Source: an optimization exercise on an open RTL-to-GDS flow (aim: a short achievable clock period and few clock cycles). Production flows keep margins and buffers that such runs may drop. Function was checked by simulation only, so behaviour that the tests miss may differ from the original. Power and IR drop assume default switching activity.

==> flow/design.v, too long to show whole: its modules and the start of the top module <==
// module alu: 47 lines
// module shifter: 13 lines
// module reg_file: 18 lines
// module mul_pipe: 1007 lines
// module custom_cpu: 324 lines
module custom_cpu(
	input         clk,
	input         rst,
	output reg [31:0] PC,
	output        Inst_Req_Valid,
	input         Inst_Req_Ready,
	input  [31:0] Instruction,
	input         Inst_Valid,
	output        Inst_Ready,
	output [31:0] Address,
	output        MemWrite,
	output [31:0] Write_data,
	output [ 3:0] Write_strb,
	output        MemRead,
	input         Mem_Req_Ready,
	input  [31:0] Read_data,
	input         Read_data_Valid,
	output        Read_data_Ready
);
  // ...
==> flow/flow/run.sh <==
#!/bin/bash
set -euo pipefail
MARGIN=6.5
bash standard.sh SETUP_SLACK_MARGIN=$MARGIN finish > standard_make.log 2>&1
==> flow/standard.sh <==
#!/bin/bash
# synth_recipe.tcl (not shown) runs the flow's synth.tcl, then flattens the netlist and writes it again
# the make line also repeats each setting of config.mk as NAME=value (left out here)
make -C /OpenROAD-flow-scripts/flow DESIGN_CONFIG=/design/flow/config.mk WORK_HOME=/design/flow/orfs CLKGATE_MAP_FILE= SYNTH_SCRIPT=/design/flow/synth_recipe.tcl "${@:-finish}"
==> flow/config.mk <==
export PLATFORM = sky130hd
export DESIGN_NAME = custom_cpu
export DESIGN_NICKNAME = custom_cpu
export VERILOG_FILES = /design/flow/design.v
export SDC_FILE = /design/flow/constraint.sdc
export NUM_CORES = 4
export LEC_CHECK = 0
export CAP_MARGIN = 20
export CORE_MARGIN = 2
export CORE_UTILIZATION = 30
export PLACE_DENSITY = 0.5
export SLEW_MARGIN = 20
==> flow/constraint.sdc <==
create_clock -name core_clock -period 10.0 [get_ports {clk}]
set_input_delay 2.0000 -clock core_clock [delete_from_list [all_inputs] [get_ports {clk}]]
set_output_delay 2.0000 -clock core_clock [all_outputs]
set_load 0.01 [all_outputs]
==> reports/results.txt, run 1 <==
Warnings, synthesis - 3
Buffering overhead - 0.112
WP data required - 10.53 ns
Final-layout clock-cell area share - 0.0513
Hold Crit Start - w_wen
I/O Pins - 175
CP Max Fanout - 7
Max-cap violations - 0
Vias in the first global route - 114,121
IR drop worst, VDD - 0.480 mV
Hold path depth - 0
Met1 WL - 265,000 µm
Rows - 256
Final #Nets - 14,681
GR Util met1 - 0.357
RR Endpoint - m_res[30]
Regs by FF count - RF.rf x992, btb_tgt x512, btb_tag x416
Switching fraction of total power - 0.359
Met2 usage - 0.388
Sw Pwr - 14.6 mW
Non-clk bufs - 1,727
Mux contribution to synthesized area - 0.0888
Hold Path Sink - x_wen
Outcome - timing/DRC/antenna clean
RSZ-0062 raised after global routing - true
Post-CTS Setup Repair Bufs - 758
Netlist cell types - 96
First-pass GRT wire length - 926,000 µm
Adder-cell share of the synthesized area - 0.0555
Metal3 WL - 82,400 µm
Testbench counts, summed over its fixed seeds: cycles 77,672.
==> module custom_cpu, before the edit <==
module custom_cpu(
	input         clk,
	input         rst,
	output reg [31:0] PC,
	output        Inst_Req_Valid,
	input         Inst_Req_Ready,
	input  [31:0] Instruction,
	input         Inst_Valid,
	output        Inst_Ready,
	output [31:0] Address,
	output        MemWrite,
	output [31:0] Write_data,
	output [ 3:0] Write_strb,
	output        MemRead,
	input         Mem_Req_Ready,
	input  [31:0] Read_data,
	input         Read_data_Valid,
	output        Read_data_Ready
);
	reg         run_r, ird_r, rdr_r;
	reg         pend, pend_kill;
	reg  [31:0] pend_pc;
	reg         pend_pt;
	reg         dq_v, dq_pt;
	reg  [31:0] dq_inst, dq_pc;
	reg         e_v, e_pt, e_auipc;
	reg  [31:0] e_pc4, e_timm, e_rv1, e_rv2, e_imm, e_pre;
	reg         e_s1, e_s2;      
	reg         e_s1n, e_s2n;    
	reg         e_useimm;
	reg         e_add, e_sub, e_slt, e_sltu, e_xor, e_or, e_and, e_sll, e_srl, e_sra, e_pres;
	reg         e_ld, e_st, e_mul, e_br, e_jal, e_jalr, e_wen;
	reg  [2:0]  e_f3;
	reg  [4:0]  e_rd;
	reg  [31:0] e_pc;
	reg         m_v, m_ld, m_mul, m_wen, mrd_q, mwr_q;
	reg  [31:0] m_res, m_sdata;
	reg  [3:0]  m_strb;
	reg  [2:0]  m_f3;
	reg  [4:0]  m_rd;
	reg         w_v, w_ld, w_mul, w_wen;
	reg  [31:0] w_res;
	reg  [2:0]  w_f3;
	reg  [4:0]  w_rd;
	reg         x_v, x_wen;
	reg  [31:0] x_res;
	reg  [4:0]  x_rd;
	wire stall_ldw = w_v & w_ld & ~Read_data_Valid;      
	wire stall_mem = (mrd_q | mwr_q) & ~Mem_Req_Ready;   
	wire frz_W = stall_ldw;
	wire frz_M = stall_ldw | stall_mem;                  
	reg  [15:0] btb_v;
	reg  [16*26-1:0] btb_tag;
	reg  [16*32-1:0] btb_tgt;
	reg  [16*2-1:0]  btb_cnt;
	wire [3:0]  f_idx = PC[5:2];
	wire        f_hit = btb_v[f_idx] && (btb_tag[f_idx*26 +: 26] == PC[31:6]);
	wire        f_pt = f_hit && btb_cnt[f_idx*2 + 1];
	wire [31:0] f_pnext = f_pt ? btb_tgt[f_idx*32 +: 32] : PC + 32'd4;
	wire        resp_fire = pend & Inst_Valid & ird_r;
	wire        d_v = dq_v | (resp_fire & ~pend_kill);
	wire [31:0] d_inst = dq_v ? dq_inst : Instruction;
	wire [31:0] d_pc = dq_v ? dq_pc : pend_pc;
	wire        d_pt = dq_v ? dq_pt : pend_pt;
	wire [6:0] d_op = d_inst[6:0];
	wire [2:0] d_f3 = d_inst[14:12];
	wire [4:0] d_rs1 = d_inst[19:15], d_rs2 = d_inst[24:20], d_rdn = d_inst[11:7];
	wire d_lui   = (d_op[6:2] == 5'b01101);
	wire d_auipc = (d_op[6:2] == 5'b00101);
	wire d_jal   = (d_op[6:2] == 5'b11011);
	wire d_jalr  = (d_op[6:2] == 5'b11001);
	wire d_br    = (d_op[6:2] == 5'b11000);
	wire d_ld    = (d_op[6:2] == 5'b00000);
	wire d_st    = (d_op[6:2] == 5'b01000);
	wire d_opi   = (d_op[6:2] == 5'b00100);
	wire d_opr   = (d_op[6:2] == 5'b01100);
	wire d_mul   = d_opr & d_inst[25];
	wire d_alu   = d_opi | (d_opr & ~d_inst[25]);
	wire [31:0] immI = {{20{d_inst[31]}}, d_inst[31:20]};
	wire [31:0] immS = {{20{d_inst[31]}}, d_inst[31:25], d_inst[11:7]};
	wire [31:0] immB = {{19{d_inst[31]}}, d_inst[31], d_inst[7], d_inst[30:25], d_inst[11:8], 1'b0};
	wire [31:0] immU = {d_inst[31:12], 12'd0};
	wire [31:0] immJ = {{11{d_inst[31]}}, d_inst[31], d_inst[19:12], d_inst[20], d_inst[30:21], 1'b0};
	wire [31:0] d_pc4 = d_pc + 32'd4;
	wire [13:0] tb_lo = {1'b0, d_pc[12:0]} + {1'b0, immB[12:0]};
	wire [18:0] tb_hi = tb_lo[13] ? (d_inst[31] ? d_pc[31:13] : d_pc[31:13] + 19'd1)
	                              : (d_inst[31] ? d_pc[31:13] - 19'd1 : d_pc[31:13]);
	wire [21:0] tj_lo = {1'b0, d_pc[20:0]} + {1'b0, immJ[20:0]};
	wire [10:0] tj_hi = tj_lo[21] ? (d_inst[31] ? d_pc[31:21] : d_pc[31:21] + 11'd1)
	                              : (d_inst[31] ? d_pc[31:21] - 11'd1 : d_pc[31:21]);
	wire [31:0] d_stgt = d_jal ? {tj_hi, tj_lo[20:0]} : {tb_hi, tb_lo[12:0]};
	wire d_redir = d_v & ~d_pt & (d_jal | (d_br & (d_inst[31] | (d_f3 == 3'b001))));
	wire [31:0] d_pre = d_lui ? immU : d_pc4;
	wire [31:0] d_timm = d_jal ? immJ : (d_auipc ? immU : immB);
	wire        d_use1 = ~(d_lui | d_auipc | d_jal);
	wire        d_use2 = d_opr | d_st | d_br;
	wire        d_wen = (d_lui | d_auipc | d_jal | d_jalr | d_ld | d_opi | d_opr) & (d_rdn != 5'd0);
	wire [31:0] ld_sh = Read_data >> {w_res[1:0], 3'b000};
	wire [31:0] ld_al = w_f3[1] ? Read_data :
		(w_f3[0] ? {{16{ld_sh[15] & ~w_f3[2]}}, ld_sh[15:0]} :
		           {{24{ld_sh[7] & ~w_f3[2]}}, ld_sh[7:0]});
	wire [31:0] mul_p;
	wire [31:0] x_next = w_ld ? ld_al : (w_mul ? mul_p : w_res);
	wire [31:0] rf_r1, rf_r2;
	reg_file RF (
		.clk(clk), .waddr(x_rd), .wen(x_v & x_wen), .wdata(x_res),
		.raddr1(d_rs1), .raddr2(d_rs2), .rdata1(rf_r1), .rdata2(rf_r2)
	);
	wire [31:0] d_rv1 = (x_v & x_wen & (x_rd == d_rs1)) ? x_res : rf_r1;
	wire [31:0] d_rv2 = (x_v & x_wen & (x_rd == d_rs2)) ? x_res : rf_r2;
	wire d1M = e_v & e_wen & (e_rd == d_rs1);
	wire d1W = m_v & m_wen & (m_rd == d_rs1);
	wire d1X = w_v & w_wen & (w_rd == d_rs1);
	wire d2M = e_v & e_wen & (e_rd == d_rs2);
	wire d2W = m_v & m_wen & (m_rd == d_rs2);
	wire d2X = w_v & w_wen & (w_rd == d_rs2);
	wire [31:0] d_op1 = d1W ? m_res : (d1X ? x_next : d_rv1);
	wire [31:0] d_op2 = d2W ? m_res : (d2X ? x_next : d_rv2);
	wire hz = d_v & (
		((e_ld | e_mul) & ((d_use1 & d1M) | (d_use2 & d2M))) |
		((m_ld | m_mul) & ((d_use1 & d1W) | (d_use2 & d2W))));
	wire [31:0] fa = {e_s1n ? e_rv1[31:16] : m_res[31:16], e_s1 ? m_res[15:0] : e_rv1[15:0]};
	wire [31:0] fb = {e_s2n ? e_rv2[31:16] : m_res[31:16], e_s2 ? m_res[15:0] : e_rv2[15:0]};
	wire [31:0] e_tgt = e_pc + e_timm;
	wire [31:0] e_sum, e_res;
	wire        e_cond;
	alu ALU (
		.A(fa), .B(fb), .Imm(e_imm), .use_imm(e_useimm),
		.op_add(e_add), .op_sub(e_sub), .op_slt(e_slt), .op_sltu(e_sltu),
		.op_xor(e_xor), .op_or(e_or), .op_and(e_and),
		.op_sll(e_sll), .op_srl(e_srl), .op_sra(e_sra),
		.op_pre(e_pres), .Pre(e_auipc ? e_tgt : e_pre), .br_f3(e_f3),
		.Sum(e_sum), .Cond(e_cond), .Result(e_res)
	);
	wire        e_taken = e_jal | (e_br & e_cond);
	wire        e_mis = e_v & (e_jalr | ((e_br | e_jal) ? (e_taken ^ e_pt) : e_pt));
	wire [31:0] e_npc = e_jalr ? {e_sum[31:1], 1'b0} : (e_pt ? e_pc4 : e_tgt);
	mul_pipe MULT (.clk(clk), .en(~frz_M), .a(fa), .b(fb), .p(mul_p));
	wire redir = e_mis | d_redir;
	wire req_fire  = run_r & Inst_Req_Ready;
	wire resp_ok   = resp_fire & ~pend_kill & ~e_mis;
	wire d_adv  = ~frz_M & ~hz;           
	wire dq_v_n = rst ? 1'b0 :
		e_mis ? 1'b0 :
		dq_v ? ~d_adv :
		(resp_ok & ~d_adv);
	always @ (posedge clk) begin
		if (rst) begin
			run_r <= 1'b0;
			rdr_r <= 1'b0;
			ird_r <= 1'b0;
			pend <= 1'b0;
			pend_kill <= 1'b0;
			PC <= 32'd0;
		end else begin
			run_r <= 1'b1;
			rdr_r <= 1'b1;
			ird_r <= ~dq_v_n;
			if (e_mis)
				PC <= e_npc;
			else if (d_redir)
				PC <= d_stgt;
			else if (req_fire)
				PC <= f_pnext;
			if (req_fire) begin
				pend <= 1'b1;
				pend_kill <= redir;
			end else if (resp_fire)
				pend <= 1'b0;
			else if (redir)
				pend_kill <= 1'b1;
		end
		if (req_fire) begin
			pend_pc <= PC;
			pend_pt <= f_pt;
		end
	end
	always @ (posedge clk) begin
		dq_v <= dq_v_n;
		if (dq_v & d_redir)
			dq_pt <= 1'b1;
		if (~dq_v) begin
			dq_inst <= Instruction;
			dq_pc <= pend_pc;
			dq_pt <= pend_pt | d_redir;
		end
	end
	always @ (posedge clk) begin
		if (rst)
			e_v <= 1'b0;
		else if (~frz_M)
			e_v <= d_v & ~hz & ~e_mis;
		if (frz_M) begin
			e_rv1 <= fa;
			e_rv2 <= fb;
			e_s1 <= 1'b0;
			e_s2 <= 1'b0;
			e_s1n <= 1'b1;
			e_s2n <= 1'b1;
		end else begin
			e_rv1 <= d_op1;
			e_rv2 <= d_op2;
			e_s1 <= d1M;
			e_s2 <= d2M;
			e_s1n <= ~d1M;
			e_s2n <= ~d2M;
			e_pc <= d_pc;
			e_pc4 <= d_pc4;
			e_timm <= d_timm;
			e_auipc <= d_auipc;
			e_pt <= d_pt | d_redir;
			e_imm <= d_st ? immS : immI;
			e_useimm <= ~d_opr & ~d_br;
			e_pre <= d_pre;
			e_add <= (d_alu & (d_f3 == 3'b000) & ~(d_opr & d_inst[30])) | d_ld | d_st;
			e_sub <= d_opr & ~d_inst[25] & (d_f3 == 3'b000) & d_inst[30];
			e_slt <= d_alu & (d_f3 == 3'b010);
			e_sltu <= d_alu & (d_f3 == 3'b011);
			e_xor <= d_alu & (d_f3 == 3'b100);
			e_or <= d_alu & (d_f3 == 3'b110);
			e_and <= d_alu & (d_f3 == 3'b111);
			e_sll <= d_alu & (d_f3 == 3'b001);
			e_srl <= d_alu & (d_f3 == 3'b101) & ~d_inst[30];
			e_sra <= d_alu & (d_f3 == 3'b101) & d_inst[30];
			e_pres <= d_lui | d_auipc | d_jal | d_jalr;
			e_ld <= d_ld;
			e_st <= d_st;
			e_mul <= d_mul;
			e_br <= d_br;
			e_jal <= d_jal;
			e_jalr <= d_jalr;
			e_wen <= d_wen;
			e_f3 <= d_f3;
			e_rd <= d_rdn;
		end
	end
	reg        u_v, u_taken;
	reg [31:0] u_pc, u_tgt;
	always @ (posedge clk) begin
		if (rst)
			u_v <= 1'b0;
		else
			u_v <= e_v & (e_br | e_jal) & ~frz_M;
		u_taken <= e_taken;
		u_pc <= e_pc;
		u_tgt <= e_tgt;
	end
	wire [3:0] u_idx = u_pc[5:2];
	wire       u_hit = btb_v[u_idx] && (btb_tag[u_idx*26 +: 26] == u_pc[31:6]);
	wire [1:0] u_cnt = btb_cnt[u_idx*2 +: 2];
	integer bi;
	always @ (posedge clk) begin
		if (rst)
			btb_v <= 16'd0;
		else if (u_v & u_taken)
			btb_v[u_idx] <= 1'b1;
		if (u_v) begin
			if (u_taken) begin
				for (bi = 0; bi < 16; bi = bi + 1)
					if (u_idx == bi) begin
						btb_tag[bi*26 +: 26] <= u_pc[31:6];
						btb_tgt[bi*32 +: 32] <= u_tgt;
						btb_cnt[bi*2 +: 2] <= ~u_hit ? 2'b10 : (u_cnt == 2'b11 ? 2'b11 : u_cnt + 2'b01);
					end
			end else if (u_hit)
				for (bi = 0; bi < 16; bi = bi + 1)
					if (u_idx == bi)
						btb_cnt[bi*2 +: 2] <= (u_cnt == 2'b00) ? 2'b00 : u_cnt - 2'b01;
		end
	end
	always @ (posedge clk) begin
		if (rst) begin
			m_v <= 1'b0;
			mrd_q <= 1'b0;
			mwr_q <= 1'b0;
		end else if (~frz_M) begin
			m_v <= e_v;
			mrd_q <= e_v & e_ld;
			mwr_q <= e_v & e_st;
		end
		if (~frz_M) begin
			m_res <= e_res;
			m_ld <= e_ld;
			m_mul <= e_mul;
			m_wen <= e_wen;
			m_rd <= e_rd;
			m_f3 <= e_f3;
			m_sdata <= e_f3[1] ? fb : (e_f3[0] ? {2{fb[15:0]}} : {4{fb[7:0]}});
			m_strb <= e_f3[1] ? 4'b1111 :
				(e_f3[0] ? (e_sum[1] ? 4'b1100 : 4'b0011) : (4'b0001 << e_sum[1:0]));
		end
	end
	assign MemRead = mrd_q;
	assign MemWrite = mwr_q;
	assign Address = m_res;
	assign Write_data = m_sdata;
	assign Write_strb = m_strb;
	always @ (posedge clk) begin
		if (rst)
			w_v <= 1'b0;
		else if (~frz_W)
			w_v <= m_v & ~frz_M;
		if (~frz_W) begin
			w_res <= m_res;
			w_ld <= m_ld;
			w_mul <= m_mul;
			w_wen <= m_wen;
			w_rd <= m_rd;
			w_f3 <= m_f3;
		end
	end
	always @ (posedge clk) begin
		if (rst)
			x_v <= 1'b0;
		else
			x_v <= w_v & ~frz_W;
		x_res <= x_next;
		x_wen <= w_wen;
		x_rd <= w_rd;
	end
	assign Inst_Req_Valid = run_r;
	assign Inst_Ready = ird_r;
	assign Read_data_Ready = rdr_r;
endmodule
==> run 2, diff against run 1 <==
--- a/flow/design.v
+++ b/flow/design.v
@@ -1116,6 +1116,7 @@
 	reg  [31:0] e_pc4, e_timm, e_rv1, e_rv2, e_imm, e_pre;
 	reg         e_s1, e_s2;      
 	reg         e_s1n, e_s2n;    
+	reg         e_s1m, e_s2m;    
 	reg         e_useimm;
 	reg         e_add, e_sub, e_slt, e_sltu, e_xor, e_or, e_and, e_sll, e_srl, e_sra, e_pres;
 	reg         e_ld, e_st, e_mul, e_br, e_jal, e_jalr, e_wen;
@@ -1224,7 +1225,9 @@
 	wire        e_taken = e_jal | (e_br & e_cond);
 	wire        e_mis = e_v & (e_jalr | ((e_br | e_jal) ? (e_taken ^ e_pt) : e_pt));
 	wire [31:0] e_npc = e_jalr ? {e_sum[31:1], 1'b0} : (e_pt ? e_pc4 : e_tgt);
-	mul_pipe MULT (.clk(clk), .en(~frz_M), .a(fa), .b(fb), .p(mul_p));
+	wire [31:0] ma = e_s1m ? m_res : e_rv1;
+	wire [31:0] mb = e_s2m ? m_res : e_rv2;
+	mul_pipe MULT (.clk(clk), .en(~frz_M), .a(ma), .b(mb), .p(mul_p));
 	wire redir = e_mis | d_redir;
 	wire req_fire  = run_r & Inst_Req_Ready;
 	wire resp_ok   = resp_fire & ~pend_kill & ~e_mis;
@@ -1286,6 +1289,8 @@
 			e_s2 <= 1'b0;
 			e_s1n <= 1'b1;
 			e_s2n <= 1'b1;
+			e_s1m <= 1'b0;
+			e_s2m <= 1'b0;
 		end else begin
 			e_rv1 <= d_op1;
 			e_rv2 <= d_op2;
@@ -1293,6 +1298,8 @@
 			e_s2 <= d2M;
 			e_s1n <= ~d1M;
 			e_s2n <= ~d2M;
+			e_s1m <= d1M & d_mul;
+			e_s2m <= d2M & d_mul;
 			e_pc <= d_pc;
 			e_pc4 <= d_pc4;
 			e_timm <= d_timm;
==> run 2 against run 1 <==
  * Still clean
  * Synthesized cell count rose by 1.8%
  * Global-route usage is 0.43 points higher
  * Sequential cell count rose by 4
  * Critical endpoint unchanged
  * Largest cell class unchanged
==> reports/results.txt, run 2 <==
Outcome - timing/DRC/antenna clean (unchanged)
Htree depth - 5 (unchanged)
Register area share after synthesis - 0.531 (was 0.535)
Worst Setup Start Kind - flip-flop (unchanged)
Area of the multi-input gates - 74,100 µm² (was 73,000 µm²)
Pin count of the biggest net entering global routing - 65 (was 87)
Reg power frac - 0.339 (was 0.336)
Warnings, synthesis - 3 (unchanged)
Worst skew pair latency - 1.00 ns (was 1.07 ns)
Initial DRC Count - 18,373 (was 18,235)
Min cycle time layout - 4.55 ns (was 4.58 ns)
Pre-CTS setup slack - 2.42 ns (was 2.64 ns)
Gr ovfl total - 0 (unchanged)
WP data required - 10.52 ns (was 10.53 ns)
Leading cell type in the layout, fill and taps excluded - nand2_1 (unchanged)
Hold path depth - 0 (unchanged)
Final std cells w/o fill - 21,176 (was 20,799)
RSZ-0062 raised after global routing - true (unchanged)
Die ar. - 498,000 µm² (was 494,000 µm²)
Layout cell share with drive strength beyond 1 - 0.297 (was 0.294)
DRT antenna net count - 0 (unchanged)
Die height - 706 µm (was 703 µm)
Placed instance area - 158,000 µm² (was 157,000 µm²)
Yosys top cell by area - edfxtp_1 (unchanged)
GR Util All Layers - 0.270 (was 0.265)
Port bufs - 172 (unchanged)
Pint - 26.2 mW (was 26.1 mW)
CP Capture Type - flip-flop (unchanged)
Initial Util - 0.301 (about the same)
Critical path class - reg -> reg (unchanged)
Fmax - 220 MHz (was 218 MHz)
Initial antenna violation count - 48 (was 45)
Longest Clk Path Bufs - 4 (unchanged)
First-pass GRT wire length - 954,000 µm (was 926,000 µm)
PwrDens - 204 nW/µm² (was 210 nW/µm²)
Synth top cells by count - nand2_1 (2,486), edfxtp_1 (2,353), nand3_1 (962), clkbuf_1 (699), nor2_1 (525) (was nand2_1 (2,418), edfxtp_1 (2,351), nand3_1 (923), clkbuf_1 (704), nor2_1 (586))
Hold WC Path Type - reg -> reg (unchanged)
Max FFs per register - 992 (unchanged)
Via count - 124,964 (was 122,185)
Die X-Extent - 706 µm (was 703 µm)
Worst Max-Slew Pin Slew - 1.30 ns (was 1.22 ns)
Post-DP HPWL - 384,000 µm (was 376,000 µm)
Switching fraction of total power - 0.348 (was 0.359)
CP Max Fanout - 8 (was 7)
Register area - 78,500 µm² (was 78,400 µm²)
Post-Synthesis Cells - 13,217 (was 12,982)
CTS tree - built (unchanged)
Post-synth EDFFs - 2,353 (was 2,351)
DRC errors left - 0 (unchanged)
Worst-path clk slew - 0.08 ns (was 0.06 ns)
Slowest Stage Delay on Critical Path - 0.38 ns (was 0.43 ns)
I/O Pins - 175 (unchanged)
Regs by FF count - RF.rf x992, btb_tgt x512, btb_tag x416 (unchanged)
Max-cap violations - 0 (unchanged)
Sw Pwr - 14.0 mW (was 14.6 mW)
Post-synth top area share - 0.479 (was 0.482)
Rows - 257 (was 256)
Setup tns final - 0 ns (unchanged)
Fin crit share - 0.455 (was 0.458)
Rel. slew slack - 0.128 (was 0.176)
Final WS setup - 5.45 ns (was 5.42 ns)
Avg Cell Area, Syn - 11.2 µm² (was 11.3 µm²)
Setup-failing EPs final - 0 (unchanged)
Post-CTS Hold Buffers - 0 (unchanged)
Netlist cell types - 99 (was 96)
Area growth syn-to-layout - 33.7% (was 32.2%)
Clk_skew - 0.0871 ns (was 0.127 ns)
Vias in the first global route - 115,975 (was 114,121)
Top reg by flops - RF.rf (unchanged)
Seq cells post-synth - 2,738 (was 2,734)
Most frequent cells in the layout - nand2_1 (2,398), edfxtp_1 (2,353), nand3_1 (917), buf_4 (900), nor2_1 (417) (was nand2_1 (2,360), edfxtp_1 (2,351), nand3_1 (878), buf_4 (834), nor2_1 (479))
Final hold slack - 0.421 ns (was 0.383 ns)
Via/cell ratio - 5.90 (was 5.87)
Final #Nets - 15,023 (was 14,681)
DR WL/cell - 33.4 µm (was 33.0 µm)
Post-synthesis async set-or-reset flop share - 0 (unchanged)
Worst path cell trace - buf_12, buf_12, mux2i_4, clkinvlp_4, buf_6, ha_4, or2_0, a221oi_2, nor3b_2, o41ai_4, buf_6, a311o_1, nand3_1, a221oi_2, xnor2_1, a21o_1, o211ai_1 (was buf_12, buf_16, mux2i_4, clkinvlp_4, ha_4, or4_4, nand2b_4, a211oi_4, buf_6, o311ai_4, o211ai_1, a211oi_2, o21bai_1, xor2_1, mux2i_4, a211oi_2, nand4_1)
Root buffer cell - clkbuf_16 (unchanged)
Fill cells - 45,969 (was 45,478)
Clock sink total - 2,738 (was 2,734)
Design area - 197,000 µm² (was 194,000 µm²)
Comb pwr share - 0.362 (was 0.383)
Synthesized Nets - 13,817 (was 13,582)
Worst endpoint data arrival time - 5.07 ns (was 5.11 ns)
Critical path's slowest cell - dfxtp_4 (was or4_4)
Clock Power Share - 0.299 (was 0.281)
Final WL - 707,000 µm (was 686,000 µm)
LEAKAGE - 71.9 nW (was 69.6 nW)
Reg2reg path depth - 17 (unchanged)
Num CTS Buffers - 305 (was 310)
Synth top area cells - edfxtp_1 (48%), nand2_1 (6.3%), mux4_2 (5.8%) (was edfxtp_1 (48%), mux4_2 (6.2%), nand2_1 (6.2%))
Synthesized cell area - 148,000 µm² (was 146,000 µm²)
Ys flop type - edfxtp_1 (unchanged)
Most common cell in the netlist - nand2_1 (unchanged)
Placer's final routability congestion estimate - 0.951 (was 0.994)
Core ar. - 490,000 µm² (was 486,000 µm²)
Final hold vios - 0 (unchanged)
DRT Pass-1 Iters - 8 (was 6)
DP Cell Count - 19,250 (was 19,005)
IR drop worst, VDD - 0.296 mV (was 0.480 mV)
Slew Limit Fails - 0 (unchanged)
==> run 2: cell types whose count changed after synthesis, sizes merged, moves of 28 or more <==
cell,previous run,this run
a21oi,477,505
o211ai,94,122
nand3,923,963
nand2,2418,2486
mux2,81,129
o21ai,386,427
nor2,587,525
==> run 2: cells by family after synthesis <==
group / after synthesis / share of synthesized area
adder cells (fa/ha/maj): 532 / 0.0550
flip-flops: 2738 / 0.531
XOR/XNOR: 583 / 0.0346
multiplexers: 810 / 0.0887
AO/OA/AOI/OAI: 2518 / 0.117
AND/OR/NAND/NOR: 4594 / 0.135
buffers and inverters: 1442 / 0.0383
==> run 2: stage by stage <==
stage,total power [mW],utilization
finish,40.2,0.403
global route,41.8,0.403
CTS,39.0,0.391
detailed placement,24.7,0.322
global placement,24.7,0.322
floorplan,20.8,-
==> run 2: critical path, delay by kind of cell (launching register included) <==
kind | cells | cell delay, ns
buffers and inverters | 5 | 0.76
and+or+nand+nor | 3 | 0.50
xor gates and xnor gates | 1 | 0.17
DFF | 1 | 0.38
adders and majority gates | 1 | 0.27
muxes | 1 | 0.30
AOI/OAI and AO/OA | 6 | 1.71
==> run 2: area by class of cell <==
class                           count  area share
Clock buffer                      403      0.0430
Clock inverter                    159     0.00988
Tap cell                         6475      0.0410
Sequential cell                  2738       0.398
Antenna cell                       23    0.000291
Timing Repair inverter             26     0.00168
Timing Repair Buffer             1844       0.121
Multi-Input combinational cell   9046       0.375
Inverter                          462      0.0106
==> run 2: power groups by stage <==
stage	clock [mW]	combinational, mW	sequential (mW)
after floorplan	0	7.05	13.7
after global placement	0	10.8	14.0
after detailed placement	0	10.7	14.0
after CTS	12.1	13.3	13.6
after global routing	12.5	15.6	13.7
final	12.0	14.6	13.6
==> run 2: timing repair <==
item | 4_1_cts | 5_1_grt
cloned | 195 | 33
hold endpoints to repair | 0 | 0
buffers inserted | 843 | 270
resized for setup | 2841 | 648
setup endpoints to repair | 1361 | 590
pin swaps | 642 | 504
==> run 2: path summary, 6_finish.rpt <==
path / startpoint / endpoint / slack, ns
worst max register to register: e_s1 / m_res[30] / 5.45
worst min register to register: w_wen / x_wen / 0.42
worst min-delay path: w_wen / x_wen / 0.42
worst max-delay path: e_s1 / m_res[30] / 5.45
==> run 2: routing by layer <==
layer	part of all wire	global-route usage	vias up
li1	-	-	51662
met1	0.38	0.356	62964
met2	0.43	0.403	8305
met3	0.12	0.0683	1997
met4	0.071	0.149	36
met5	0.00036	0	-
Testbench counts of run 2, summed over its fixed seeds: cycles 77,672.
==> run 3, diff against run 2 <==
--- a/flow/design.v
+++ b/flow/design.v
@@ -1125,6 +1125,7 @@
 	reg  [31:0] e_pc;
 	reg         m_v, m_ld, m_mul, m_wen, mrd_q, mwr_q;
 	reg  [31:0] m_res, m_sdata;
+	reg  [31:0] m_fwd;
 	reg  [3:0]  m_strb;
 	reg  [2:0]  m_f3;
 	reg  [4:0]  m_rd;
@@ -1209,8 +1210,8 @@
 	wire hz = d_v & (
 		((e_ld | e_mul) & ((d_use1 & d1M) | (d_use2 & d2M))) |
 		((m_ld | m_mul) & ((d_use1 & d1W) | (d_use2 & d2W))));
-	wire [31:0] fa = {e_s1n ? e_rv1[31:16] : m_res[31:16], e_s1 ? m_res[15:0] : e_rv1[15:0]};
-	wire [31:0] fb = {e_s2n ? e_rv2[31:16] : m_res[31:16], e_s2 ? m_res[15:0] : e_rv2[15:0]};
+	wire [31:0] fa = {e_s1n ? e_rv1[31:16] : m_fwd[31:16], e_s1 ? m_fwd[15:0] : e_rv1[15:0]};
+	wire [31:0] fb = {e_s2n ? e_rv2[31:16] : m_fwd[31:16], e_s2 ? m_fwd[15:0] : e_rv2[15:0]};
 	wire [31:0] e_tgt = e_pc + e_timm;
 	wire [31:0] e_sum, e_res;
 	wire        e_cond;
@@ -1225,8 +1226,8 @@
 	wire        e_taken = e_jal | (e_br & e_cond);
 	wire        e_mis = e_v & (e_jalr | ((e_br | e_jal) ? (e_taken ^ e_pt) : e_pt));
 	wire [31:0] e_npc = e_jalr ? {e_sum[31:1], 1'b0} : (e_pt ? e_pc4 : e_tgt);
-	wire [31:0] ma = e_s1m ? m_res : e_rv1;
-	wire [31:0] mb = e_s2m ? m_res : e_rv2;
+	wire [31:0] ma = e_s1m ? m_fwd : e_rv1;
+	wire [31:0] mb = e_s2m ? m_fwd : e_rv2;
 	mul_pipe MULT (.clk(clk), .en(~frz_M), .a(ma), .b(mb), .p(mul_p));
 	wire redir = e_mis | d_redir;
 	wire req_fire  = run_r & Inst_Req_Ready;
@@ -1374,6 +1375,7 @@
 			mrd_q <= e_v & e_ld;
 			mwr_q <= e_v & e_st;
 		end
+		m_fwd <= e_res;
 		if (~frz_M) begin
 			m_res <= e_res;
 			m_ld <= e_ld;
==> run 3 against run 2 <==
  * Clock power fell by 3%
  * Core utilization decreased by 0.70 points
  * Die area is 0.53% higher
  * Routed wire length rose by 0.17%
  * Synthesized area increased by 0.53%
  * Critical endpoint is now PC[31]
  * Sequential power barely moved
  * Clock-buffer cell count up 27
  * Synthesized cell count up 0.39%
  * Still clean
  * Global-route usage up 0.10 points
  * Sequential cell count increased by 32
==> reports/results.txt, run 3 <==
Outcome - timing/DRC/antenna clean (unchanged)
WP data required - 10.84 ns (was 10.52 ns)
Worst Setup Start Kind - flip-flop (unchanged)
Post-synth top area share - 0.476 (was 0.479)
Final WL - 708,000 µm (was 707,000 µm)
Die X-Extent - 707 µm (was 706 µm)
Top reg by flops - RF.rf (unchanged)
Layout cell share with drive strength beyond 1 - 0.283 (was 0.297)
Register area - 79,200 µm² (was 78,500 µm²)
Most frequent cells in the layout - nand2_1 (2,420), edfxtp_1 (2,353), nand3_1 (950), buf_4 (835), nor2_1 (445) (was nand2_1 (2,398), edfxtp_1 (2,353), nand3_1 (917), buf_4 (900), nor2_1 (417))
Yosys top cell by area - edfxtp_1 (unchanged)
Comb pwr share - 0.381 (was 0.362)
RR Startpoint - e_s1 (unchanged)
Reg2reg path depth - 20 (was 17)
Post-CTS Hold Buffers - 0 (unchanged)
Initial DRC Count - 17,425 (was 18,373)
Final hold vios - 0 (unchanged)
Switching fraction of total power - 0.359 (was 0.348)
RR Endpoint - PC[31] (was m_res[30])
CP Max Fanout - 7 (was 8)
Worst Max-Slew Pin Slew - 1.26 ns (was 1.30 ns)
Die height - 707 µm (was 706 µm)
Slew Limit Fails - 0 (unchanged)
LEAKAGE - 70.3 nW (was 71.9 nW)
Most common cell in the netlist - nand2_1 (unchanged)
DRT Pass-1 Iters - 6 (was 8)
Seq cells post-synth - 2,770 (was 2,738)
Root buffer cell - clkbuf_16 (unchanged)
Post-Synthesis Cells - 13,268 (was 13,217)
Hold Crit Start - e_pc[30] (was w_wen)
Setup tns final - 0 ns (unchanged)
Rows - 258 (was 257)
Setup-failing EPs final - 0 (unchanged)
DR WL/cell - 33.6 µm (was 33.4 µm)
Max FFs per register - 992 (unchanged)
Synthesized cell area - 148,000 µm² (about the same)
Clock Power Share - 0.283 (was 0.299)
RSZ-0062 raised after global routing - true (unchanged)
Pint - 26.4 mW (was 26.2 mW)
Final #Nets - 14,909 (was 15,023)
Flop-to-flop setup slack - 5.39 ns (was 5.45 ns)
Initial Util - 0.301 (about the same)
Pre-CTS setup slack - 2.11 ns (was 2.42 ns)
Area growth syn-to-layout - 31.6% (was 33.7%)
Synthesized Nets - 13,868 (was 13,817)
Rel. slew slack - 0.138 (was 0.128)
DRT antenna net count - 0 (unchanged)
Via/cell ratio - 5.88 (was 5.90)
CTS tree - built (unchanged)
Area of the multi-input gates - 74,100 µm² (about the same)
Worst skew pair latency - 0.97 ns (was 1.00 ns)
Leading cell type in the layout, fill and taps excluded - nand2_1 (unchanged)
I/O Pins - 175 (unchanged)
DRC errors left - 0 (unchanged)
Warnings, synthesis - 3 (unchanged)
Placer's final routability congestion estimate - 0.981 (was 0.951)
Hold WC Path Type - reg -> reg (unchanged)
Critical path class - reg -> reg (unchanged)
Fill cells - 46,618 (was 45,969)
Sw Pwr - 14.8 mW (was 14.0 mW)
Post-synth EDFFs - 2,353 (unchanged)
Initial antenna violation count - 62 (was 48)
Avg Cell Area, Syn - 11.2 µm² (about the same)
First-pass GRT wire length - 956,000 µm (was 954,000 µm)
Synth top area cells - edfxtp_1 (48%), nand2_1 (6.3%), mux4_2 (5.6%) (was edfxtp_1 (48%), nand2_1 (6.3%), mux4_2 (5.8%))
Post-DP HPWL - 405,000 µm (was 384,000 µm)
Reg power frac - 0.336 (was 0.339)
Worst endpoint data arrival time - 5.45 ns (was 5.07 ns)
Post-synthesis async set-or-reset flop share - 0 (unchanged)
Register area share after synthesis - 0.532 (was 0.531)
Die ar. - 500,000 µm² (was 498,000 µm²)
Longest Clk Path Bufs - 4 (unchanged)
Hold path depth - 0 (unchanged)
Fin crit share - 0.461 (was 0.455)
Port bufs - 172 (unchanged)
Hold Path Sink - u_pc[30] (was x_wen)
Fmax - 217 MHz (was 220 MHz)
Core ar. - 493,000 µm² (was 490,000 µm²)
Max-cap violations - 0 (unchanged)
CP Capture Type - flip-flop (unchanged)
Clock sink total - 2,770 (was 2,738)
Netlist cell types - 96 (was 99)
Htree depth - 5 (unchanged)
Min cycle time layout - 4.61 ns (was 4.55 ns)
Vias in the first global route - 116,248 (was 115,975)
Regs by FF count - RF.rf x992, btb_tgt x512, btb_tag x416 (unchanged)
Ys flop type - edfxtp_1 (unchanged)
Final WS setup - 5.39 ns (was 5.45 ns)
Worst-path clk slew - 0.06 ns (was 0.08 ns)
PwrDens - 211 nW/µm² (was 204 nW/µm²)
Pin count of the biggest net entering global routing - 77 (was 65)
Via count - 124,095 (was 124,964)
Clk_skew - 0.0915 ns (was 0.0871 ns)
Synth top cells by count - nand2_1 (2,484), edfxtp_1 (2,353), nand3_1 (996), clkbuf_1 (705), nor2_1 (546) (was nand2_1 (2,486), edfxtp_1 (2,353), nand3_1 (962), clkbuf_1 (699), nor2_1 (525))
Num CTS Buffers - 317 (was 305)
GR Util All Layers - 0.271 (was 0.270)
IR drop worst, VDD - 0.807 mV (was 0.296 mV)
Gr ovfl total - 0 (unchanged)
run 3: cells by family after synthesis:
| kind of cell | Yosys count | share of synthesized area |
|---|---|---|
| AOI/OAI and AO/OA | 2425 | 0.113 |
| xor gates and xnor gates | 590 | 0.0348 |
| adders and majority gates | 533 | 0.0548 |
| buffers and inverters | 1441 | 0.0380 |
| DFF | 2770 | 0.532 |
| muxes | 868 | 0.0910 |
| and+or+nand+nor | 4641 | 0.136 |
run 3: layout make-up:
cell class,instances,share of cell area
clock buffer,430,0.0447
sequential,2770,0.405
timing repair buffer,1691,0.110
inverter,453,0.0104
tap,6500,0.0416
antenna,29,0.000372
timing repair inverter,12,0.000583
multi-input combinational,9064,0.379
clock inverter,147,0.00744
run 3: power groups by stage:
| stage | logic, mW | registers (mW) | clock network [mW] |
|---|---|---|---|
| 4_1_cts | 14.9 | 13.8 | 11.7 |
| 3_3_place_gp | 11.4 | 14.1 | 0 |
| 6_report | 15.7 | 13.8 | 11.6 |
| 3_5_place_dp | 11.4 | 14.1 | 0 |
| 5_1_grt | 16.7 | 13.9 | 12.2 |
| 2_1_floorplan | 6.96 | 13.9 | 0 |
run 3: critical path: stages, from the launching register on:
cell,delay (ns)
dfxtp_4,0.43
buf_16,0.18
mux2i_4,0.35
clkinvlp_4,0.23
buf_12,0.17
ha_4,0.31
buf_6,0.13
nor2b_4,0.04
o21ai_4,0.22
buf_6,0.14
a31oi_4,0.09
o31a_1,0.39
buf_6,0.16
o211ai_1,0.28
nand2_1,0.15
a311o_1,0.33
xnor2_2,0.16
buf_4,0.16
a32oi_1,0.21
a21o_1,0.23
o221ai_1,0.13
run 3: timing repair:
| item | 4_1_cts | 5_1_grt |
|---|---|---|
| pin swaps | 602 | 494 |
| gates cloned | 167 | 18 |
| setup endpoints to repair | 1361 | 534 |
| resized for setup | 2806 | 657 |
| hold endpoints to repair | 0 | 0 |
| buffers inserted | 727 | 232 |
run 3: how the worst max path moves through the flow:
stage | start | to | depth (start not counted)
after global routing | Instruction[28] | PC[28] | 15
after detailed placement | Instruction[24] | PC[24] | 15
after global placement | Instruction[24] | PC[24] | 15
after floorplan | Instruction[21] | PC[21] | 21
after CTS | Instruction[28] | PC[31] | 15
final | e_s1 | PC[31] | 20
run 3: metrics by stage:
step	power (mW)	cell area [µm²]	util	instances	hold WS, ns
floorplan	20.9	149000	-	13268	0.346
global placement	25.6	159000	0.322	19346	0.388
detailed placement	25.6	159000	0.322	19346	0.393
CTS	40.5	190000	0.385	20817	0.407
global route	42.8	195000	0.396	21074	0.419
finish	41.2	195000	0.396	21096	0.410
run 3: per-layer routing:
| metal | GRT usage | share of wire | vias up | routed length (µm) |
|---|---|---|---|---|
| li1 | - | - | 51513 | - |
| met1 | 0.361 | 0.39 | 62680 | 275000 |
| met2 | 0.394 | 0.42 | 8044 | 295000 |
| met3 | 0.0746 | 0.12 | 1824 | 86800 |
| met4 | 0.153 | 0.072 | 34 | 51300 |
| met5 | 0 | 0.00067 | - | 477 |
Testbench counts of run 3, summed over its fixed seeds: cycles 77,672.
==> run 4, diff against run 3 <==
--- a/flow/design.v
+++ b/flow/design.v
@@ -1176,11 +1176,8 @@
 	wire [13:0] tb_lo = {1'b0, d_pc[12:0]} + {1'b0, immB[12:0]};
 	wire [18:0] tb_hi = tb_lo[13] ? (d_inst[31] ? d_pc[31:13] : d_pc[31:13] + 19'd1)
 	                              : (d_inst[31] ? d_pc[31:13] - 19'd1 : d_pc[31:13]);
-	wire [21:0] tj_lo = {1'b0, d_pc[20:0]} + {1'b0, immJ[20:0]};
-	wire [10:0] tj_hi = tj_lo[21] ? (d_inst[31] ? d_pc[31:21] : d_pc[31:21] + 11'd1)
-	                              : (d_inst[31] ? d_pc[31:21] - 11'd1 : d_pc[31:21]);
-	wire [31:0] d_stgt = d_jal ? {tj_hi, tj_lo[20:0]} : {tb_hi, tb_lo[12:0]};
-	wire d_redir = d_v & ~d_pt & (d_jal | (d_br & (d_inst[31] | (d_f3 == 3'b001))));
+	wire [31:0] d_stgt = {tb_hi, tb_lo[12:0]};
+	wire d_redir = d_v & ~d_pt & d_br & (d_inst[31] | (d_f3 == 3'b001));
 	wire [31:0] d_pre = d_lui ? immU : d_pc4;
 	wire [31:0] d_timm = d_jal ? immJ : (d_auipc ? immU : immB);
 	wire        d_use1 = ~(d_lui | d_auipc | d_jal);
==> run 4 against run 3 <==
  * Still clean on timing, DRC and antenna
  * Routed wire length decreased by 1.0%
  * Maximum frequency increased by 1.3%
  * Total power up 0.14%
  * Design area down 0.67%
  * Core utilization hardly changed
  * Non-clock buffer count is 60 lower
  * Clock-buffer cell count up 1
  * Hold slack worse by 0.013 ns
  * Critical path depth grew 1
  * Largest cell class unchanged
==> reports/results.txt, run 4 <==
Outcome - timing/DRC/antenna clean (unchanged)
Leading cell type in the layout, fill and taps excluded - nand2_1 (unchanged)
Worst Setup Start Kind - flip-flop (unchanged)
Post-layout util - 0.396 (about the same)
Max-cap violations - 0 (unchanged)
I/O Pins - 175 (unchanged)
Post-synth EDFFs - 2,353 (unchanged)
Clock sink total - 2,770 (unchanged)
Clk_skew - 0.138 ns (was 0.0915 ns)
DRC errors left - 0 (unchanged)
Placer's final routability congestion estimate - 0.973 (was 0.981)
Post-synthesis async set-or-reset flop share - 0 (unchanged)
Final #Nets - 14,680 (was 14,909)
Fmax - 220 MHz (was 217 MHz)
Vias in the first global route - 115,564 (was 116,248)
Register area share after synthesis - 0.536 (was 0.532)
Max FFs per register - 992 (unchanged)
Post-Synthesis Cells - 13,099 (was 13,268)
Rel. slew slack - 0.195 (was 0.138)
Setup tns final - 0 ns (unchanged)
CTS tree - built (unchanged)
Warnings, synthesis - 3 (unchanged)
Initial Util - 0.301 (about the same)
Layout cell share with drive strength beyond 1 - 0.280 (was 0.283)
IR drop worst, VDD - 0.524 mV (was 0.807 mV)
Core ar. - 490,000 µm² (was 493,000 µm²)
Initial DRC Count - 18,549 (was 17,425)
Synth top area cells - edfxtp_1 (48%), nand2_1 (6.3%), mux4_2 (5.7%) (was edfxtp_1 (48%), nand2_1 (6.3%), mux4_2 (5.6%))
Placed instance area - 158,000 µm² (was 159,000 µm²)
Final WL - 701,000 µm (was 708,000 µm)
Synth top cells by count - nand2_1 (2,491), edfxtp_1 (2,353), nand3_1 (941), clkbuf_1 (706), nor2_1 (545) (was nand2_1 (2,484), edfxtp_1 (2,353), nand3_1 (996), clkbuf_1 (705), nor2_1 (546))
Avg Cell Area, Syn - 11.3 µm² (was 11.2 µm²)
Setup-failing EPs final - 0 (unchanged)
Post-DP HPWL - 391,000 µm (was 405,000 µm)
Flop-to-flop setup slack - 5.45 ns (was 5.39 ns)
Initial antenna violation count - 76 (was 62)
Critical path's slowest cell - or4_4 (was dfxtp_4)
PwrDens - 212 nW/µm² (was 211 nW/µm²)
Design area - 194,000 µm² (was 195,000 µm²)
DRT Pass-1 Iters - 7 (was 6)
First-pass GRT wire length - 947,000 µm (was 956,000 µm)
Hold WC Path Type - reg -> reg (unchanged)
Via/cell ratio - 5.92 (was 5.88)
Worst skew pair latency - 1.03 ns (was 0.97 ns)
DR WL/cell - 33.6 µm (about the same)
Pre-CTS setup slack - 2.72 ns (was 2.11 ns)
Longest Clk Path Bufs - 4 (unchanged)
Root buffer cell - clkbuf_16 (unchanged)
Slew Limit Fails - 0 (unchanged)
Slowest Stage Delay on Critical Path - 0.55 ns (was 0.43 ns)
Num CTS Buffers - 315 (was 317)
Min cycle time layout - 4.55 ns (was 4.61 ns)
CP Capture Type - flip-flop (unchanged)
RSZ-0062 raised after global routing - true (unchanged)
Most frequent CP cell - buf_12 (was buf_6)
Yosys top cell by area - edfxtp_1 (unchanged)
Htree depth - 5 (unchanged)
Post-CTS Hold Buffers - 0 (unchanged)
Area growth syn-to-layout - 31.6% (about the same)
Pin count of the biggest net entering global routing - 69 (was 77)
Synthesized Nets - 13,682 (was 13,868)
Synthesized cell area - 147,000 µm² (was 148,000 µm²)
Netlist cell types - 99 (was 96)
GR Util All Layers - 0.269 (was 0.271)
Most frequent cells in the layout - nand2_1 (2,389), edfxtp_1 (2,353), nand3_1 (869), buf_4 (747), nor2_1 (457) (was nand2_1 (2,420), edfxtp_1 (2,353), nand3_1 (950), buf_4 (835), nor2_1 (445))
Ys flop type - edfxtp_1 (unchanged)
CP Max Fanout - 7 (unchanged)
Post-synth top area share - 0.479 (was 0.476)
Die X-Extent - 705 µm (was 707 µm)
Most common cell in the netlist - nand2_1 (unchanged)
LEAKAGE - 70.1 nW (was 70.3 nW)
WP data required - 10.89 ns (was 10.84 ns)
Rows - 257 (was 258)
Critical path class - reg -> reg (unchanged)
Port bufs - 172 (unchanged)
DRT antenna net count - 0 (unchanged)
Die ar. - 497,000 µm² (was 500,000 µm²)
Top reg by flops - RF.rf (unchanged)
Via count - 123,499 (was 124,095)
Fin crit share - 0.455 (was 0.461)
Worst Max-Slew Pin Slew - 1.21 ns (was 1.26 ns)
Worst-path clk slew - 0.06 ns (about the same)
Worst path cell trace - buf_12, buf_4, mux2i_4, buf_12, inv_4, ha_4, nand4_1, nor3_4, o311ai_4, a21oi_4, o22ai_4, mux2i_4, or4_4, and3_4, buf_12, nor3_4, buf_6, buf_12, buf_16, a211oi_1, nor3_1 (was buf_16, mux2i_4, clkinvlp_4, buf_12, ha_4, buf_6, nor2b_4, o21ai_4, buf_6, a31oi_4, o31a_1, buf_6, o211ai_1, nand2_1, a311o_1, xnor2_2, buf_4, a32oi_1, a21o_1, o221ai_1)
Final WS setup - 5.45 ns (was 5.39 ns)
Worst endpoint data arrival time - 5.44 ns (was 5.45 ns)
Gr ovfl total - 0 (unchanged)
Seq cells post-synth - 2,770 (unchanged)
Die height - 705 µm (was 707 µm)
Regs by FF count - RF.rf x992, btb_tgt x512, btb_tag x416 (unchanged)
Final hold vios - 0 (unchanged)
==> run 4: cell count changes in the layout (fill, tap and decap cells not counted), sizes merged, moves of 18 or more <==
cell,before,now
o21ai,426,389
a21o,79,61
a31oi,96,136
nand3,997,941
mux2i,367,321
buf,1561,1487
a21oi,450,481
==> run 4: final timing paths <==
path | startpoint | end | cells after the start
max | e_s1 | PC[7] | 21
min | m_mul | w_mul | 0
max reg2reg | e_s1 | PC[7] | 21
min reg2reg | m_mul | w_mul | 0
==> run 4: cell families (layout without fill, tap and decap cells) <==
logic type / Yosys count / after routing / share of synthesized area
other: 0 / 27 / 0
AOI/OAI and AO/OA: 2394 / 2394 / 0.112
adders and majority gates: 513 / 513 / 0.0535
buffers and inverters: 1416 / 2669 / 0.0377
and+or+nand+nor: 4574 / 4581 / 0.135
xor gates and xnor gates: 588 / 588 / 0.0349
DFF: 2770 / 2770 / 0.536
muxes: 844 / 845 / 0.0911
==> run 4: report_power, final <==
| group | switching [mW] | internal (mW) |
|---|---|---|
| Sequential | 0.546 | 13.3 |
| Combinational | 8.98 | 6.34 |
| Clock | 5.09 | 6.93 |
==> run 4: metrics by stage <==
stage	total power, mW	hold slack [ns]	instances
after floorplan	20.9	0.346	13099
after global placement	25.3	0.380	19117
after detailed placement	25.4	0.389	19122
after CTS	40.5	0.394	20613
after global routing	42.9	0.406	20839
final	41.2	0.396	20862
==> run 4: worst max-delay path: cells and delay by family, from the launching register on <==
family | cells | cell delay, ns
AND/OR/NAND/NOR | 6 | 1.60
AO/OA/AOI/OAI | 4 | 0.63
adder cells (fa/ha/maj) | 1 | 0.30
flip-flops | 1 | 0.38
multiplexers | 2 | 0.47
buffers and inverters | 8 | 1.04
==> run 4: layout make-up <==
class	count	area [µm²]
Tap cell	6475	8100
Timing Repair Buffer	1631	21700
Clock inverter	149	1770
Sequential cell	2770	79200
Multi-Input combinational cell	8921	72200
Inverter	442	1970
Antenna cell	27	67.6
Timing Repair inverter	16	156
Clock buffer	431	8830
Fill cell	45973	296000
==> run 4: per-layer routing <==
metal | vias to the layer above | GRT usage | share of wire
met2 | 8274 | 0.401 | 0.43
li1 | 50807 | - | -
met3 | 1937 | 0.0688 | 0.12
met5 | - | 0.00260 | 0.0013
met4 | 52 | 0.151 | 0.070
met1 | 62429 | 0.354 | 0.38
==> run 4: timing repair <==
| action | CTS | global route |
|---|---|---|
| pin swaps | 570 | 422 |
| gates resized for setup | 2646 | 597 |
| buffers inserted | 719 | 199 |
| cloned | 192 | 23 |
| setup endpoints to repair | 1723 | 630 |
Testbench counts of run 4, summed over its fixed seeds: cycles 78,073.
==> run 5, diff against run 4 <==
--- a/flow/design.v
+++ b/flow/design.v
@@ -1173,11 +1173,6 @@
 	wire [31:0] immU = {d_inst[31:12], 12'd0};
 	wire [31:0] immJ = {{11{d_inst[31]}}, d_inst[31], d_inst[19:12], d_inst[20], d_inst[30:21], 1'b0};
 	wire [31:0] d_pc4 = d_pc + 32'd4;
-	wire [13:0] tb_lo = {1'b0, d_pc[12:0]} + {1'b0, immB[12:0]};
-	wire [18:0] tb_hi = tb_lo[13] ? (d_inst[31] ? d_pc[31:13] : d_pc[31:13] + 19'd1)
-	                              : (d_inst[31] ? d_pc[31:13] - 19'd1 : d_pc[31:13]);
-	wire [31:0] d_stgt = {tb_hi, tb_lo[12:0]};
-	wire d_redir = d_v & ~d_pt & d_br & (d_inst[31] | (d_f3 == 3'b001));
 	wire [31:0] d_pre = d_lui ? immU : d_pc4;
 	wire [31:0] d_timm = d_jal ? immJ : (d_auipc ? immU : immB);
 	wire        d_use1 = ~(d_lui | d_auipc | d_jal);
@@ -1226,7 +1221,7 @@
 	wire [31:0] ma = e_s1m ? m_fwd : e_rv1;
 	wire [31:0] mb = e_s2m ? m_fwd : e_rv2;
 	mul_pipe MULT (.clk(clk), .en(~frz_M), .a(ma), .b(mb), .p(mul_p));
-	wire redir = e_mis | d_redir;
+	wire redir = e_mis;
 	wire req_fire  = run_r & Inst_Req_Ready;
 	wire resp_ok   = resp_fire & ~pend_kill & ~e_mis;
 	wire d_adv  = ~frz_M & ~hz;           
@@ -1248,8 +1243,6 @@
 			ird_r <= ~dq_v_n;
 			if (e_mis)
 				PC <= e_npc;
-			else if (d_redir)
-				PC <= d_stgt;
 			else if (req_fire)
 				PC <= f_pnext;
 			if (req_fire) begin
@@ -1267,12 +1260,10 @@
 	end
 	always @ (posedge clk) begin
 		dq_v <= dq_v_n;
-		if (dq_v & d_redir)
-			dq_pt <= 1'b1;
 		if (~dq_v) begin
 			dq_inst <= Instruction;
 			dq_pc <= pend_pc;
-			dq_pt <= pend_pt | d_redir;
+			dq_pt <= pend_pt;
 		end
 	end
 	always @ (posedge clk) begin
@@ -1302,7 +1293,7 @@
 			e_pc4 <= d_pc4;
 			e_timm <= d_timm;
 			e_auipc <= d_auipc;
-			e_pt <= d_pt | d_redir;
+			e_pt <= d_pt;
 			e_imm <= d_st ? immS : immI;
 			e_useimm <= ~d_opr & ~d_br;
 			e_pre <= d_pre;
==> run 5 against run 4 <==
  * Via count is 2.5% lower
  * Highest routed layer unchanged
  * Critical path depth is 3 lower
  * Sequential share of layout area is 0.22 points higher
  * Still clean on timing, DRC and antenna
  * Total power is 1.5% lower
  * First-iteration DRC count is 3.7% lower
  * Sequential cell count stayed put
==> reports/results.txt, run 5 <==
Outcome - timing/DRC/antenna clean (unchanged)
Synthesized Nets - 13,288 (was 13,682)
LEAKAGE - 69.8 nW (was 70.1 nW)
Critical path's slowest cell - a2111o_1 (was or4_4)
Avg Cell Area, Syn - 11.4 µm² (was 11.3 µm²)
Worst-path clk slew - 0.07 ns (was 0.06 ns)
Slew Limit Fails - 0 (unchanged)
Post-DP HPWL - 356,000 µm (was 391,000 µm)
Die ar. - 489,000 µm² (was 497,000 µm²)
Via count - 120,444 (was 123,499)
Final #Nets - 14,369 (was 14,680)
Placer's final routability congestion estimate - 0.976 (was 0.973)
Final WL - 690,000 µm (was 701,000 µm)
Warnings, synthesis - 3 (unchanged)
WP data required - 10.84 ns (was 10.89 ns)
Synth top cells by count - nand2_1 (2,401), edfxtp_1 (2,352), nand3_1 (958), clkbuf_1 (702), nor2_1 (495) (was nand2_1 (2,491), edfxtp_1 (2,353), nand3_1 (941), clkbuf_1 (706), nor2_1 (545))
Clock Power Share - 0.291 (was 0.292)
Area of the multi-input gates - 70,400 µm² (was 72,200 µm²)
Reg power frac - 0.340 (was 0.337)
RSZ-0062 raised after global routing - true (unchanged)
Post-synth EDFFs - 2,352 (was 2,353)
Fin crit share - 0.431 (was 0.455)
Netlist cell types - 81 (was 99)
Htree depth - 5 (unchanged)
Critical path class - reg -> reg (unchanged)
Synthesized cell area - 145,000 µm² (was 147,000 µm²)
I/O Pins - 175 (unchanged)
Initial DRC Count - 17,864 (was 18,549)
Worst path cell trace - buf_12, buf_4, mux2_4, ha_4, buf_4, nand2_1, o21ai_0, a31oi_2, a21o_1, nand3_2, a2111o_1, nand4_1, nand3_4, buf_12, nand2_8, buf_12, inv_8, a32o_1 (was buf_12, buf_4, mux2i_4, buf_12, inv_4, ha_4, nand4_1, nor3_4, o311ai_4, a21oi_4, o22ai_4, mux2i_4, or4_4, and3_4, buf_12, nor3_4, buf_6, buf_12, buf_16, a211oi_1, nor3_1)
GR Util All Layers - 0.270 (was 0.269)
Most common cell in the netlist - nand2_1 (unchanged)
Fill cells - 45,041 (was 45,973)
Gr ovfl total - 0 (unchanged)
Rel. slew slack - 0.182 (was 0.195)
First-pass GRT wire length - 931,000 µm (was 947,000 µm)
Slowest Stage Delay on Critical Path - 0.59 ns (was 0.55 ns)
Area growth syn-to-layout - 33.1% (was 31.6%)
Design area - 193,000 µm² (was 194,000 µm²)
Total power draw - 40.6 mW (was 41.2 mW)
Final hold vios - 0 (unchanged)
Max FFs per register - 992 (unchanged)
Max-cap violations - 0 (unchanged)
Pre-CTS setup slack - 3.20 ns (was 2.72 ns)
Switching fraction of total power - 0.351 (was 0.355)
Setup-failing EPs final - 0 (unchanged)
Core ar. - 482,000 µm² (was 490,000 µm²)
Leading cell type in the layout, fill and taps excluded - edfxtp_1 (was nand2_1)
Register area share after synthesis - 0.545 (was 0.536)
Sw Pwr - 14.2 mW (was 14.6 mW)
Clock sink total - 2,770 (unchanged)
Post-synthesis async set-or-reset flop share - 0 (unchanged)
DR WL/cell - 33.7 µm (was 33.6 µm)
Worst endpoint data arrival time - 5.15 ns (was 5.44 ns)
Worst Setup Start Kind - flip-flop (unchanged)
Top reg by flops - RF.rf (unchanged)
DRT antenna net count - 0 (unchanged)
Pint - 26.4 mW (was 26.6 mW)
PwrDens - 210 nW/µm² (was 212 nW/µm²)
Post-synth top area share - 0.487 (was 0.479)
Worst Max-Slew Pin Slew - 1.22 ns (was 1.21 ns)
IR drop worst, VDD - 0.261 mV (was 0.524 mV)
Placed instance area - 154,000 µm² (was 158,000 µm²)
Num CTS Buffers - 313 (was 315)
Initial Util - 0.301 (about the same)
Comb pwr share - 0.370 (was 0.372)
DRT Pass-1 Iters - 9 (was 7)
Most frequent CP cell - buf_12 (unchanged)
CP Max Fanout - 10 (was 7)
CP Capture Type - flip-flop (unchanged)
Worst skew pair latency - 1.03 ns (about the same)
Clk_skew - 0.134 ns (was 0.138 ns)
Post-Synthesis Cells - 12,720 (was 13,099)
Min cycle time layout - 4.31 ns (was 4.55 ns)
Most frequent cells in the layout - edfxtp_1 (2,352), nand2_1 (2,313), nand3_1 (902), buf_4 (781), nor2_1 (412) (was nand2_1 (2,389), edfxtp_1 (2,353), nand3_1 (869), buf_4 (747), nor2_1 (457))
Longest Clk Path Bufs - 4 (unchanged)
Register area - 79,100 µm² (was 79,200 µm²)
Ys flop type - edfxtp_1 (unchanged)
Regs by FF count - RF.rf x992, btb_tgt x512, btb_tag x416 (unchanged)
Vias in the first global route - 112,714 (was 115,564)
Layout cell share with drive strength beyond 1 - 0.293 (was 0.280)
Rows - 255 (was 257)
Die height - 699 µm (was 705 µm)
Seq cells post-synth - 2,770 (unchanged)
Pin count of the biggest net entering global routing - 69 (unchanged)
Die X-Extent - 699 µm (was 705 µm)
Final WS setup - 5.69 ns (was 5.45 ns)
Synth top area cells - edfxtp_1 (49%), mux4_2 (6.3%), nand2_1 (6.2%) (was edfxtp_1 (48%), nand2_1 (6.3%), mux4_2 (5.7%))
Fmax - 232 MHz (was 220 MHz)
Initial antenna violation count - 44 (was 76)
Hold WC Path Type - reg -> reg (unchanged)
Yosys top cell by area - edfxtp_1 (unchanged)
CTS tree - built (unchanged)
Via/cell ratio - 5.88 (was 5.92)
Post-layout util - 0.400 (was 0.396)
Port bufs - 172 (unchanged)
Setup tns final - 0 ns (unchanged)
Root buffer cell - clkbuf_16 (unchanged)
DRC errors left - 0 (unchanged)
[run 5: final cells by class]
cell class | count | area share
flip-flops and latches | 2770 | 0.410
inverters | 461 | 0.0107
well taps | 6425 | 0.0417
multi-input cells | 8537 | 0.365
diodes | 20 | 0.000259
repair buffers | 1694 | 0.118
clock inverters | 139 | 0.00776
clock buffers | 421 | 0.0452
repair inverters | 24 | 0.00176
[run 5: layer usage]
| layer | vias up | wire, µm | global-route usage | part of all wire |
|---|---|---|---|---|
| li1 | 49501 | - | - | - |
| met5 | - | 147 | 0 | 0.00021 |
| met1 | 60512 | 259000 | 0.352 | 0.38 |
| met4 | 24 | 58400 | 0.180 | 0.085 |
| met3 | 2097 | 78600 | 0.0613 | 0.11 |
| met2 | 8310 | 293000 | 0.400 | 0.43 |
[run 5: through the flow]
stage                     hold WS (ns)  cells
after floorplan                  0.346  12720
final                            0.416  20491
after CTS                        0.390  20215
after global routing             0.428  20472
after global placement           0.408  18672
after detailed placement         0.412  18673
[run 5: timing repair]
action | in CTS | in global routing
hold buffers | 0 | 0
gates cloned | 228 | 22
pin swaps | 637 | 532
buffers inserted | 754 | 233
resized for setup | 2682 | 710
setup endpoints to repair | 1450 | 576
[run 5: worst max-delay path, delay by kind of cell, from the launching register on]
kind                     cells  cell delay [ns]
adder cells (fa/ha/maj)      1             0.30
AO/OA/AOI/OAI                5             1.50
AND/OR/NAND/NOR              5             0.70
buffers and inverters        6             0.85
flip-flops                   1             0.37
multiplexers                 1             0.42
[run 5: power groups by stage]
stage | combinational [mW] | sequential [mW] | clock (mW)
after global routing | 16.0 | 13.9 | 12.3
after CTS | 13.7 | 13.8 | 11.9
final | 15.0 | 13.8 | 11.8
after detailed placement | 10.7 | 14.1 | 0
after floorplan | 6.82 | 13.9 | 0
after global placement | 10.7 | 14.1 | 0
[run 5: cell families (layout without fill, tap and decap cells)]
group                      after synthesis  in the layout  share of synthesized area
xor gates and xnor gates               545            545                     0.0329
and+or+nand+nor                       4384           4393                      0.131
buffers and inverters                 1423           2739                     0.0379
AOI/OAI and AO/OA                     2266           2267                      0.107
DFF                                   2770           2770                      0.545
muxes                                  834            834                     0.0935
other                                    0             20                          0
adders and majority gates              498            498                     0.0530
[run 5: worst paths after layout]
path / end / start / slack (ns) / depth (start not counted)
min reg2reg: x_rd[4] / w_rd[4] / 0.42 / 0
max: PC[22] / e_s1 / 5.69 / 18
max reg2reg: PC[22] / e_s1 / 5.69 / 18
min: x_rd[4] / w_rd[4] / 0.42 / 0
Testbench counts of run 5, summed over its fixed seeds: cycles 79,314.

[port drivers added, routing unchanged]
Ports are ideal in the flow. The routed layouts listed here were re-timed in OpenROAD.
Step 1 (the two cells are an assumption about what drives the block):
set clk [get_ports {clk}]
set_driving_cell -lib_cell sky130_fd_sc_hd__clkbuf_16 $clk
set_driving_cell -lib_cell sky130_fd_sc_hd__buf_2 [delete_from_list [all_inputs] $clk]
Step 2, shift: input delay + t, output delay - t, t = (earliest + latest rising clock arrival at the registers) / 2. This alone moves slack from input paths to output paths.
Slacks: ideal ports / drivers / drivers and shift; pairs: ideal ports / drivers.
run	t (ns)	slack for setup (ns)	worst setup path after step 2	latest minus earliest clock arrival (ns)	worst register clock-pin slew, ns
run 1	1.081	5.416 / 5.416 / 4.652	input to register	0.195 / 0.195	0.08 / 0.08
run 2	1.078	5.446 / 5.446 / 4.477	input to register	0.096 / 0.096	0.08 / 0.08
run 3	1.066	5.393 / 5.393 / 4.443	input to register	0.135 / 0.135	0.07 / 0.07
run 4	1.060	5.453 / 5.453 / 4.672	input to register	0.179 / 0.180	0.06 / 0.06
run 5	1.084	5.692 / 5.692 / 5.036	input to register	0.154 / 0.154	0.07 / 0.07
After both steps setup and hold are still met in every run listed. For run 2, which loses most, drivers alone change the setup slack by 0.000 ns; drivers and shift together by -0.969 ns.
